This is an optimization exercise on Yosys and OpenROAD, whose aim is small area, a short achievable clock period and few clock cycles per item, not a production implementation.
RTL that was checked went through simulation tests only; none was proved equivalent to the original.
Power and IR drop assume default switching activity.

Setup of job 2392:
==> flow/design.v (excerpt) <==
module division_float_32(clock, start, operand1, operand2, result, finish, illegal);
export LEC_CHECK = 0
export ABC_AREA = 1
export CAP_MARGIN = 20
export CORE_MARGIN = 2
export CORE_UTILIZATION = 55
export SETUP_SLACK_MARGIN = 1.8
export SLEW_MARGIN = 20
create_clock -name core_clock -period 5.5 [get_ports {clock}]
standard.sh (not shown) runs the stock make flow with config.mk's settings and CLKGATE_MAP_FILE= SYNTH_SCRIPT=/design/flow/synth_recipe.tcl, a recipe that flattens the netlist after the stock synthesis.
==> flow/flow/run.sh <==
#!/bin/bash
# The standard layout, with plain buffers (sky130_fd_sc_hd__buf_1) on the
# ports instead of the default delay-cell buffers.
set -euo pipefail
bash standard.sh BUFFER_PORTS_ARGS="-buffer_cell sky130_fd_sc_hd__buf_1" finish > standard_flow.log 2>&1
Testbench counts of job 2392, summed over its fixed seeds: cycles 26,624, items 2,048.
Changes in job 8667 relative to job 2392:
- swapping 1.8 for 2.0 in SETUP_SLACK_MARGIN
## What came out
- Maximum frequency from static timing analysis sits higher in job 8667 than in job 2392.
- Total buffers and inverters traversed by the critical path: job 8667 vs job 2392 down 2
- The fraction of final layout cells sized beyond drive strength 1 number comes out higher for job 8667 vs job 2392.
- Taking job 2392 as the reference point, the post-cts resize count of job 8667 rises by 7.
- In the tables for job 2392 and job 8667, first-pass GRT wire length reads lower with job 2392.
- Between job 8667 and job 2392, the clock latency on the worst-skew pair figures differ only marginally.
- Cmp job 8667 vs job 2392: buffering overhead higher in job 8667
- Across both runs, sequential share of layout area was lower for job 8667 than for job 2392.
- [compare] base=job 2392 new=job 8667: clock group share of total power now sits lower; reported net switching power higher; static leakage saw an increase.
Setup changes, job 8667 to job 562
- putting CTS_BUF_LIST at sky130_fd_sc_hd__clkbuf_2 sky130_fd_sc_hd__clkbuf_4 sky130_fd_sc_hd__clkbuf_8 where nothing was set
- swapping 2.0 for 1.6 in SETUP_SLACK_MARGIN
==> run notes <==
Job 562 against job 8667; clock power is down by more than 10%.
[compare] base=job 8667 new=job 562: met1 track utilization from global routing decreased 2.2 points; critical path depth has increased.
When the final numbers for job 562 and job 8667 were put side by side, the routed wire length turned out to be greater in job 8667.
Relative to job 8667, the global-route usage of job 562 is lower by 1.8 points.
The run showing the greater final core area utilization is job 8667.
The final critical-path setup slack reported for job 562 is smaller than that of job 8667 by 0.25 ns.
Share of power burned in the clock network on job 562 is down relative to job 8667.
In the flow results for job 562 and job 8667, the highest ir drop seen on vdd is smaller on job 8667.
Relative to job 562, the following input files were edited for job 284:
- SETUP_SLACK_MARGIN changed from 1.6 to 1.9
## What came out
Relative to job 562, met1 usage in global routing has increased by 1.3 points in job 284. Between job 284 and job 562, the worst hold slack figures differ only marginally. Summed area of non-filler cells in the final layout | job 284 above job 562. [job 284] part of the cycle the worst path needs fell 4.4 points relative to job 562. Highest-delay cell along the critical path = dfxtp_2: job 284; highest-delay cell along the critical path = clkinvlp_2: job 562. Between job 284 and job 562, the final weighted congestion of routability-driven global placement figures differ only marginally. Total chip power in job 284 is about 16% above job 562. Relative to job 562, the highest ir drop seen on vdd of job 284 is lower by 19%. On fmax, job 562 loses to job 284. Via density per instance came out higher on job 284 than on job 562. [compare] base=job 562 new=job 284: sum of routed wire length over all layers now sits higher; setup slack of the critical path after layout now sits higher.
[inputs] job 1744 vs job 284
- clearing CTS_BUF_LIST, which used to be sky130_fd_sc_hd__clkbuf_2 sky130_fd_sc_hd__clkbuf_4 sky130_fd_sc_hd__clkbuf_8
- swapping 55 for 65 in CORE_UTILIZATION
### Flow results
As of job 1744, leakage power had fallen by a few percent compared to job 284. Going from job 284 to job 1744, non-clock buffer count dropped about 17%, power lower, synthesized cell count closely matched the old numbers. Job 1744 vs job 284 on part of the power in the clock network: job 1744 is the higher one. Comparing relative area change from synthesis to final layout for job 1744 and job 284, the bigger number came from job 284. Run comparison: job 284 category of the critical setup timing path flip-flop to flip-flop; job 1744 category of the critical setup timing path input port to flip-flop. The run with more routed wire is job 284, not job 1744.


division_float_32, a different RTL version from the one above (not shown whole).
For scale: ~100 I/O pins, ~6900 um2 of cells after synthesis.
clock: 5.5 ns
lec_check: 0
abc_area: 1
cap_margin: 20
core_margin: 2
core_utilization: 70
setup_slack_margin: 1.9
slew_margin: 20
==> flow/flow/run.sh <==
#!/bin/bash
# The standard layout (standard.sh: the standard synthesis and ORFS flow),
# with plain buffers (sky130_fd_sc_hd__buf_1) on the ports instead of the
# default delay-cell buffers. make's full output goes to standard_flow.log;
# ORFS keeps each step's own log under orfs/logs/.
set -euo pipefail
bash standard.sh BUFFER_PORTS_ARGS="-buffer_cell sky130_fd_sc_hd__buf_1" finish > standard_flow.log 2>&1
Then changed:
CORE_UTILIZATION = 60   (was 70)
The changed run produced a clean layout.
Area after synthesis is unchanged.
Setup slack gains 0.17 ns.
Total power rises by 5.4%.
Then changed:
CORE_UTILIZATION = 65   (was 60)
=>
- count of clock-buffer cells in the layout goes down by 1
- synthesized area is unchanged
- via count grows by 0.52%
Then changed:
SETUP_SLACK_MARGIN = 2.0   (was 1.9)
Outcome:
- The changed run finished clean
- sequential power stays flat
- worst hold slack is about the same
- via count goes up slightly
- area after synthesis stays the same
- cell area goes up slightly
- core utilization goes up by 0.94 points
- total power goes up slightly
- register-to-register slack is better by 0.12 ns
- fmax goes up slightly
- worst setup slack is better by 0.042 ns
No functional check of the RTL was part of any run of this note.


## alpha
division_float_32 with an RTL version that a note above also has.
Size: roughly 1200 cells after synthesis, roughly 85 flip-flops, about 100 I/O pins.
==> flow/design.v (excerpt) <==
module division_float_32(clock, start, operand1, operand2, result, finish, illegal);
	input clock;
	input start;
	input [31:0] operand1, operand2;
	output [31:0] result;
	output finish;
	output illegal;
	wire [23:0] m1 = {1'b1, operand1[22:0]};
	wire [23:0] m2 = {1'b1, operand2[22:0]};
	wire        big = ge23(operand1[22:0], operand2[22:0]);    
	wire [9:0]  u   = {2'b0, operand1[30:23]} + {2'b0, ~operand2[30:23]} + 10'd128;
	wire        unf = (u[9:8] == 2'b00);
	wire [7:0]  ex1 = u[7:0];
	wire [7:0]  ex0 = u[7:0] - 8'd1;
	reg  [7:0]  exp_r;
	reg         zero_r, sign_r;
	reg  [22:0] d;
	always @(posedge clock) begin
		d <= operand2[22:0];
		exp_r  <= (unf || operand1 == 32'd0) ? 8'd0 :
		          big ? ex1 : ex0;
		zero_r <= (operand1 == 32'd0);
		sign_r <= (operand1[31] ^ operand2[31]) & (operand1 != 32'd0);
	end
	function automatic ge23(input [22:0] a, input [22:0] bb);
		reg [22:0] g, p;
		reg [22:0] G1, P1;
		reg [22:0] G2, P2;
		reg [22:0] G3, P3;
		reg [22:0] G4, P4;
		reg [22:0] G5, P5;
		begin
			g = a & ~bb; p = a | ~bb;
			g[0] = g[0] | p[0];
			G1 = g; P1 = p;
			G1[1] = g[1] | (p[1] & g[0]); P1[1] = p[1] & p[0];
			G1[3] = g[3] | (p[3] & g[2]); P1[3] = p[3] & p[2];
			G1[5] = g[5] | (p[5] & g[4]); P1[5] = p[5] & p[4];
			G1[7] = g[7] | (p[7] & g[6]); P1[7] = p[7] & p[6];
			G1[9] = g[9] | (p[9] & g[8]); P1[9] = p[9] & p[8];
			G1[11] = g[11] | (p[11] & g[10]); P1[11] = p[11] & p[10];
			G1[13] = g[13] | (p[13] & g[12]); P1[13] = p[13] & p[12];
			G1[15] = g[15] | (p[15] & g[14]); P1[15] = p[15] & p[14];
			G1[17] = g[17] | (p[17] & g[16]); P1[17] = p[17] & p[16];
			G1[19] = g[19] | (p[19] & g[18]); P1[19] = p[19] & p[18];
			G1[21] = g[21] | (p[21] & g[20]); P1[21] = p[21] & p[20];
			G2 = G1; P2 = P1;
  ...
==> flow/config.mk <==
export PLATFORM = sky130hd
export DESIGN_NAME = division_float_32
export DESIGN_NICKNAME = division_float_32
export VERILOG_FILES = /design/flow/design.v
export SDC_FILE = /design/flow/constraint.sdc
export NUM_CORES = 4
export LEC_CHECK = 0
export ABC_AREA = 1
export CAP_MARGIN = 20
export CORE_MARGIN = 2
export CORE_UTILIZATION = 55
export SLEW_MARGIN = 20
==> flow/constraint.sdc <==
create_clock -name core_clock -period 5.5 [get_ports {clock}]
set_input_delay 1.1000 -clock core_clock [delete_from_list [all_inputs] [get_ports {clock}]]
set_output_delay 1.1000 -clock core_clock [all_outputs]
set_load 0.01 [all_outputs]
==> flow/flow/run.sh <==
#!/bin/bash
# The standard layout, with plain buffers (sky130_fd_sc_hd__buf_1) on the
# ports instead of the default delay-cell buffers.
set -euo pipefail
bash standard.sh BUFFER_PORTS_ARGS="-buffer_cell sky130_fd_sc_hd__buf_1" finish > standard_flow.log 2>&1
Testbench counts of alpha, summed over its fixed seeds: cycles 26,624, items 2,048.
Edits applied to the flow inputs when going from alpha to beta:
- putting SETUP_SLACK_MARGIN at 2.2 where nothing was set
- putting CTS_BUF_LIST at sky130_fd_sc_hd__clkbuf_2 sky130_fd_sc_hd__clkbuf_4 sky130_fd_sc_hd__clkbuf_8 where nothing was set
Notes after the runs:
Diff beta and alpha: count of clock buffers in the final design lower in beta
The highest-delay cell along the critical path comes out dfxtp_2 in one run and nand3_2 in the other, namely in beta and alpha respectively.
Changes observed in beta relative to alpha: non-clock buffer total of the final layout now sits higher, design internal power shows an increase of 36%, footprint of the multi-input gates picked up an extra about 20%.
Here is what was changed in the inputs of gamma compared with beta.
- CTS_BUF_LIST: sky130_fd_sc_hd__clkbuf_2 sky130_fd_sc_hd__clkbuf_4 sky130_fd_sc_hd__clkbuf_8 -> unset
- SETUP_SLACK_MARGIN: 2.2 -> 1.6
Results
Cmp gamma vs beta: register-to-register setup slack lower in gamma
Compare beta and gamma | clock network fraction of design power lower: beta
Between beta and gamma, final area decreased.
Clock-buffer cell count (gamma over beta): increase, 2
Diff beta -> gamma: sequential share of layout area went up; half-perimeter wire length after detailed placement shows a reduction of 360 um.
Compared with beta, number of DRC markers in iteration 0 in gamma decreased by more than 10%.


== before ==
Another version of the RTL of division_float_32 (not shown whole).
For scale: ~85 flip-flops, about 100 I/O pins, about 8600 sq um of cells after synthesis.
==> flow/config.mk <==
export PLATFORM = sky130hd
export DESIGN_NAME = division_float_32
export DESIGN_NICKNAME = division_float_32
export VERILOG_FILES = /design/flow/design.v
export SDC_FILE = /design/flow/constraint.sdc
export NUM_CORES = 4
export LEC_CHECK = 0
export ABC_AREA = 1
export CAP_MARGIN = 20
export CORE_MARGIN = 2
export CORE_UTILIZATION = 55
export SLEW_MARGIN = 20
==> flow/constraint.sdc <==
create_clock -name core_clock -period 5.5 [get_ports {clock}]
set_input_delay 1.1000 -clock core_clock [delete_from_list [all_inputs] [get_ports {clock}]]
set_output_delay 1.1000 -clock core_clock [all_outputs]
set_load 0.01 [all_outputs]
run.sh (not shown) runs the stock make flow with config.mk's settings and CLKGATE_MAP_FILE= SYNTH_SCRIPT=/design/flow/synth_recipe.tcl, a recipe that flattens the netlist after the stock synthesis.
Stock flow here: none of the scripts above is used.
before ran to completion and came out clean on the timing, design-rule and antenna checks.
Testbench counts of before, summed over its fixed seeds: cycles 26,624, items 2,048.
### before -> after
==> flow/flow/run.sh (new file) <==
#!/bin/bash
# The standard layout, with plain buffers (sky130_fd_sc_hd__buf_1) on the
# ports instead of the default delay-cell buffers.
set -euo pipefail
bash standard.sh BUFFER_PORTS_ARGS="-buffer_cell sky130_fd_sc_hd__buf_1" finish > standard_flow.log 2>&1
==> flow/standard.sh (new file) <==
#!/bin/bash
# synth_recipe.tcl (not shown) runs the flow's synth.tcl, then flattens the netlist and writes it again
# the make line also repeats each setting of config.mk as NAME=value (left out here)
make -C /OpenROAD-flow-scripts/flow DESIGN_CONFIG=/design/flow/config.mk WORK_HOME=/design/flow/orfs CLKGATE_MAP_FILE= SYNTH_SCRIPT=/design/flow/synth_recipe.tcl "${@:-finish}"
removed: flow/run.sh
--- outcome ---
Going from before to after, global-route wire length before repair shrinks by 0.56%.
Summary of after over before: post-route minimum period climbed 170 ps, number of clock-tree buffers in the layout climbed 1, setup slack dropped 170 ps.
For before, the critical path startpoint was d[16]$_DFF_P_, unlike after, where it was d[3]$_DFF_P_.
The final instance area in after sits about 6% below the value recorded for before.
Compared with before, iteration-0 DRC count of the detailed router in after decreased by more than 10%.
Comparing before against after, there is no change at all in count of endpoints failing setup in the final report.


== build 50 ==
Another version of the RTL of division_float_32 (not shown whole).
Size: about 1100 cells after synthesis, ~100 I/O pins.
Design division_float_32, start of the top module:
module division_float_32(clock, start, operand1, operand2, result, finish, illegal);
export LEC_CHECK = 0
export ABC_AREA = 1
export CAP_MARGIN = 20
export CORE_MARGIN = 2
export CORE_UTILIZATION = 55
export SETUP_SLACK_MARGIN = 1.9
export SLEW_MARGIN = 20
create_clock -name core_clock -period 5.5 [get_ports {clock}]
standard.sh (not shown) runs the stock make flow with config.mk's settings and CLKGATE_MAP_FILE= SYNTH_SCRIPT=/design/flow/synth_recipe.tcl, a recipe that flattens the netlist after the stock synthesis.
==> flow/flow/run.sh <==
#!/bin/bash
# The standard layout, with plain buffers (sky130_fd_sc_hd__buf_1) on the
# ports instead of the default delay-cell buffers.
set -euo pipefail
bash standard.sh BUFFER_PORTS_ARGS="-buffer_cell sky130_fd_sc_hd__buf_1" finish > standard_flow.log 2>&1
Testbench counts of build 50, summed over its fixed seeds: cycles 26,624, items 2,048.
The inputs of build 28 differ from those of build 50 as listed below.
==> flow/flow/run.sh <==
#!/bin/bash
# The standard layout (standard.sh: the standard synthesis and ORFS flow),
# with plain buffers (sky130_fd_sc_hd__buf_1) on the ports instead of the
# default delay-cell buffers. make's full output goes to standard_flow.log;
# ORFS keeps each step's own log under orfs/logs/.
set -euo pipefail
bash standard.sh BUFFER_PORTS_ARGS="-buffer_cell sky130_fd_sc_hd__buf_1" finish > standard_flow.log 2>&1
-- flow/config.mk --
<<< build 50, line 11
export CORE_UTILIZATION = 55
export SETUP_SLACK_MARGIN = 1.9
>>> build 28, line 11
export CORE_UTILIZATION = 65
export SETUP_SLACK_MARGIN = 1.95
[summary]
Changes observed in build 28 relative to build 50: quantity of gates resized following cts now sits higher; final-layout fill cell count lost 27%. Comparing build 28 with build 50, the area of the mapped netlist came out essentially unchanged. In summary, build 28 completed successfully, with a layout that passed the timing, design-rule and antenna checks. Die outline area (build 28 vs. build 50) decreases by more than 10%. Diff build 50 -> build 28: average routed wire per standard cell moved up; final critical path time including I/O delays and setup has decreased. Build 28 improves on build 50 in internal power consumption. Worst hold slack was lower in the run labelled build 50. Between build 28 and build 50, the clock-pin slew on the worst setup and hold paths is higher for build 28.
Input-level comparison between build 94 and build 28:
-- flow/config.mk --
<<< build 28, line 11
export CORE_UTILIZATION = 65
export SETUP_SLACK_MARGIN = 1.95
>>> build 94, line 11
export CORE_UTILIZATION = 62
export SETUP_SLACK_MARGIN = 1.9
--- outcome ---
Build 94 reached the final stage; the timing, design-rule and antenna checks on its layout passed.
Between build 28 and build 94, the fmax is higher for build 28.
When the final numbers for build 28 and build 94 were put side by side, the worst endpoint required time turned out to be greater in build 28.
Final cycle utilization of the critical path was higher in the run labelled build 94.
In the tables for build 28 and build 94, met3 track demand over resource reads lower with build 28.
Run comparison: build 94 endpoint of the most critical setup path illegal; build 28 endpoint of the most critical setup path r[10]$_DFF_P_
Diff build 28..build 94 | summed instance area of the synthesized netlist | unchanged
Sort build 28 and build 94 by least setup slack across all paths after layout, ascending, and build 94 comes first.
The share of post-route cells with drive strength above 1 in build 94 sits 1.0 points below the value recorded for build 28.
The critical path depth number comes out lower for build 94 vs build 28.
On total leakage power, build 94 tracks build 28 almost exactly.
Edits applied to the flow inputs when going from build 94 to build 10:
==> flow/flow/run.sh <==
#!/bin/bash
# The standard layout, with plain buffers (sky130_fd_sc_hd__buf_1) on the
# ports instead of the default delay-cell buffers.
set -euo pipefail
bash standard.sh BUFFER_PORTS_ARGS="-buffer_cell sky130_fd_sc_hd__buf_1" finish > standard_flow.log 2>&1
-- flow/config.mk --
<<< build 94, line 11
export CORE_UTILIZATION = 62
>>> build 10, line 11
export CORE_UTILIZATION = 65
<<< build 94, line 14
>>> build 10, line 14
export TNS_END_PERCENT = 20
Results
Sort build 94 and build 10 by design area, descending, and build 94 comes first.
Build 10 ends up with higher register fraction of the total cell area than build 94 does.
| total power | higher: build 94 |
For build 10, the slowest cell on the critical path was sky130_fd_sc_hd__or2_2, unlike build 94, where it was sky130_fd_sc_hd__nor4_1.
[inputs] build 20 vs build 10
==> flow/flow/run.sh <==
#!/bin/bash
# The standard layout (standard.sh: the standard synthesis and ORFS flow),
# with plain buffers (sky130_fd_sc_hd__buf_1) on the ports instead of the
# default delay-cell buffers. make's full output goes to standard_flow.log;
# ORFS keeps each step's own log under orfs/logs/.
set -euo pipefail
bash standard.sh BUFFER_PORTS_ARGS="-buffer_cell sky130_fd_sc_hd__buf_1" finish > standard_flow.log 2>&1
-- flow/config.mk --
<<< build 10, line 11
export CORE_UTILIZATION = 65
>>> build 20, line 11
export CORE_UTILIZATION = 55
<<< build 10, line 14
export TNS_END_PERCENT = 20
>>> build 20, line 14
--- outcome ---
Build 20 reached the end of the flow, and the finished layout is clean on the timing, design-rule and antenna checks. Of build 20 and build 10, it is build 20 that has the lower arrival time reported for the critical path endpoint. Re number of non-clock buffers in the layout: build 20 is about 3.6% up on build 10. Build 20 vs build 10 — cell area after placement rose 0.54%. Start point of the critical path: operand2[11] -> build 20, operand2[3] -> build 10.

[re-timing with driven ports]
The flow's constraints put no driver on any port. The routed layouts listed below were extracted and timed again, unchanged, in two steps. Step 1 sets driving cells, clkbuf_16 on the clock port and buf_2 on the other inputs (assumed; they add their load-dependent delay and slew). Step 2 moves the port delays by t, midway between the first and last clock arrival at a register: inputs arrive t later, outputs are due t later. That takes back most of the time a late clock gives input paths. Slacks: no drivers / after step 1 / after step 2; pairs: no drivers / after step 1.
run	shift t [ns]	slack for setup (ns)	hold slack, ns	worst setup path after step 2	slew at the worst register clock pin (ns)
job 2392	0.392	1.998 / 1.998 / 1.664	0.471 / 0.471 / 0.471	input to register	0.07 / 0.07
job 8667	0.388	2.087 / 2.068 / 1.892	0.471 / 0.471 / 0.471	input to register	0.07 / 0.07
job 562	0.408	1.833 / 1.847 / 1.439	0.475 / 0.475 / 0.475	input to register	0.09 / 0.09
job 284	0.409	2.074 / 2.074 / 1.749	0.475 / 0.475 / 0.475	input to register	0.09 / 0.09
job 1744	0.403	2.066 / 2.080 / 1.677	0.480 / 0.480 / 0.480	input to register	0.10 / 0.10
the first run of note 2	0.408	1.862 / 1.862 / 1.736	0.467 / 0.467 / 0.467	input to register	0.09 / 0.09
the second run of note 2	0.384	2.029 / 2.009 / 1.700	0.487 / 0.487 / 0.487	input to register	0.07 / 0.07
the third run of note 2	0.403	2.016 / 2.030 / 1.626	0.488 / 0.488 / 0.488	input to register	0.10 / 0.10
the fourth run of note 2	0.411	2.059 / 2.072 / 1.661	0.488 / 0.488 / 0.488	input to register	0.10 / 0.10
alpha	0.388	1.342 / 1.342 / 1.286	0.471 / 0.471 / 0.471	input to register	0.07 / 0.07
beta	0.420	2.143 / 2.143 / 1.888	0.480 / 0.480 / 0.480	input to register	0.10 / 0.10
gamma	0.390	1.839 / 1.859 / 1.469	0.472 / 0.472 / 0.472	input to register	0.07 / 0.07
before	0.399	1.202 / 1.202 / 0.835	0.474 / 0.474 / 0.474	input to register	0.07 / 0.07
after	0.400	1.031 / 1.031 / 1.031	0.465 / 0.465 / 0.465	register to register	0.06 / 0.06
build 50	0.394	2.100 / 2.079 / 1.766	0.474 / 0.474 / 0.474	input to register	0.07 / 0.07
build 28	0.414	2.121 / 2.106 / 1.761	0.477 / 0.477 / 0.477	input to register	0.10 / 0.10
build 94	0.394	2.021 / 2.000 / 1.764	0.469 / 0.469 / 0.469	input to register	0.07 / 0.07
build 10	0.412	2.060 / 2.075 / 1.662	0.476 / 0.476 / 0.476	input to register	0.10 / 0.10
build 20	0.394	2.100 / 2.079 / 1.766	0.474 / 0.474 / 0.474	input to register	0.07 / 0.07
After both steps every run listed still meets setup and hold.
